Context: an optimization exercise on an open-source flow, tuned for small area. The choices shown serve that exercise and are no tape-out recipe. The RTL was checked by simulation tests, not by an equivalence proof against the original design. No activity file was given, so power comes from the tool's default toggle rates.

// systolic_accum4
module systolic_accum4 #(
    parameter ARRAY_SIZE = 4,
    parameter DATA_WIDTH = 8,
    parameter ACC_WIDTH = 32
)(
    input  logic clk,
    input  logic reset,
    input  logic enable,
    input  logic [ARRAY_SIZE*DATA_WIDTH-1:0] a_in,
    input  logic [ARRAY_SIZE*DATA_WIDTH-1:0] b_in,
    input  logic accum_clear,
    input  logic accum_enable,
    output logic [ARRAY_SIZE*ARRAY_SIZE*ACC_WIDTH-1:0] accum_out,
    output logic systolic_valid,
    output logic accum_overflow
);
    logic reset_sync1, reset_sync2;
    logic systolic_valid_reg;
    logic [4:0] step_count;
    always_ff @(posedge clk) begin
        reset_sync1 <= reset;
        reset_sync2 <= reset_sync1;
        systolic_valid_reg <= reset ? 1'b0 : enable;
    end
    always_ff @(posedge clk) begin
        if (reset_sync2)
            step_count <= '0;
        else if (enable && !step_count[4])
            step_count <= step_count + 5'd1;
    end
    assign systolic_valid = systolic_valid_reg;
    wire accum_clr = reset | accum_clear;
    wire accum_go  = accum_enable & systolic_valid_reg;
    logic [15*8-1:0] a_dly [4];
    logic [15*8-1:0] b_dly [4];
    genvar k;
    generate
        for (k = 0; k < 4; k++) begin : LINE
            localparam int LEN = k + 12;
            logic [LEN*8-1:0] a_sr, b_sr;
            always_ff @(posedge clk) begin
                if (enable) begin
                    a_sr <= {a_sr[(LEN-1)*8-1:0], a_in[8*k +: 8]};
                    b_sr <= {b_sr[(LEN-1)*8-1:0], b_in[8*k +: 8]};
                end
            end
            if (LEN < 15) begin : PAD
                assign a_dly[k] = {{(15-LEN)*8{1'b0}}, a_sr};
                assign b_dly[k] = {{(15-LEN)*8{1'b0}}, b_sr};
            end else begin : NOPAD
                assign a_dly[k] = a_sr;
                assign b_dly[k] = b_sr;
            end
        end
    endgenerate
    logic [15:0] ovf_now;
    logic [3:0]  ovf_flags;
    genvar i, j;
    generate
        for (i = 0; i < 4; i++) begin : ROW
            for (j = 0; j < 4; j++) begin : COL
                localparam int DA = i + 2*j + 7;
                localparam int DB = j + 2*i + 7;
                localparam int DMAX = (DA > DB) ? DA : DB;
  ...
For scale: roughly 1600 flip-flops, about 580 I/O pins, roughly 0.095 mm2 of cells after synthesis.
==> flow/config.mk <==
export PLATFORM = sky130hd
export DESIGN_NAME = systolic_accum4
export DESIGN_NICKNAME = systolic_accum4
export VERILOG_FILES = /design/flow/design.v
export SDC_FILE = /design/flow/constraint.sdc
export NUM_CORES = 4
export LEC_CHECK = 0
export CAP_MARGIN = 20
export CORE_MARGIN = 2
export CORE_UTILIZATION = 60
export CTS_CLUSTER_DIAMETER = 100
export CTS_CLUSTER_SIZE = 25
export PLACE_DENSITY = 0.75
export SLEW_MARGIN = 20
export SYNTH_HIERARCHICAL = 1
export SYNTH_MINIMUM_KEEP_SIZE = 0
==> flow/constraint.sdc <==
create_clock -name core_clock -period 5.5 [get_ports {clk}]
set_input_delay 1.1000 -clock core_clock [delete_from_list [all_inputs] [get_ports {clk}]]
set_output_delay 1.1000 -clock core_clock [all_outputs]
set_load 0.01 [all_outputs]
standard.sh (not shown) runs the stock make flow with config.mk's settings and CLKGATE_MAP_FILE= SYNTH_SCRIPT=/design/flow/synth_recipe.tcl, a recipe that flattens the netlist after the stock synthesis.
==> flow/flow/run.sh <==
#!/bin/bash
set -o pipefail
export BUFFER_PORTS_ARGS="-buffer_cell sky130_fd_sc_hd__buf_1"
export RECOVER_POWER=100
bash standard.sh > standard.log 2>&1
The first run produced a layout that fails on max-capacitance violations, max-slew violations.
==> next run, changes <==
==> flow/run.sh (new file) <==
#!/bin/bash
# synth_recipe.tcl (not shown) runs the flow's synth.tcl, then flattens the netlist and writes it again
# the make line also repeats each setting of config.mk as NAME=value (left out here)
make -C /OpenROAD-flow-scripts/flow DESIGN_CONFIG=/design/flow/config.mk WORK_HOME=/design/flow/orfs CLKGATE_MAP_FILE= SYNTH_SCRIPT=/design/flow/synth_recipe.tcl finish
removed: flow/flow/run.sh
removed: flow/standard.sh
What happened: Now the flow completed without violations. Clock power is about the same. Power rose by 0.65%. Core utilization rose by 2.5 points. Final cell count hardly moves. Clock skew hardly moves.
==> next run, changes <==
==> flow/flow/run.sh (new file) <==
#!/bin/bash
set -o pipefail
export BUFFER_PORTS_ARGS="-buffer_cell sky130_fd_sc_hd__buf_1"
export CTS_ARGS="-sink_clustering_enable -repair_clock_nets -sink_clustering_size 25 -sink_clustering_max_diameter 100 -dont_use_dummy_load"
bash standard.sh > standard.log 2>&1
==> flow/standard.sh (new file) <==
#!/bin/bash
# synth_recipe.tcl (not shown) runs the flow's synth.tcl, then flattens the netlist and writes it again
# the make line also repeats each setting of config.mk as NAME=value (left out here)
make -C /OpenROAD-flow-scripts/flow DESIGN_CONFIG=/design/flow/config.mk WORK_HOME=/design/flow/orfs CLKGATE_MAP_FILE= SYNTH_SCRIPT=/design/flow/synth_recipe.tcl "${@:-finish}"
removed: flow/run.sh
=> Wire length went down slightly; clock power went down by a little under a tenth; cell count went down slightly; first-iteration DRC count is about the same; clock-buffer cell count went down by 48; worst setup slack got worse by 0.014 ns; total power went down by a few percent; non-clock buffer count went down by 4; critical path depth does not change; utilization went down by 2.6 points.

## what the ideal ports hide
How much do the figures lean on ideal ports? The routed layouts below were timed once more, with nothing changed but the port constraints. Step 1 assumes that a clkbuf_16 drives the clock port and a buf_2 every other input. Step 2 also shifts input and output timing later by t, the mid clock arrival at the registers, as if the neighbouring blocks saw the same clock. Slacks: no drivers / after step 1 / after step 2; pairs: no drivers / after step 1.
| run | t, ns | slack for setup (ns) | cell pins on the clock port's net |
|---|---|---|---|
| the first run | 0.784 | 0.249 / 0.249 / -0.037 | 1 |
| the second run | 0.811 | 0.366 / 0.366 / 0.366 | 1 |
| the third run | 0.766 | 0.352 / 0.352 / 0.352 | 1 |
The setup slack of the first run, which loses most, moves by 0.000 ns with the drivers and by -0.286 ns with both steps.
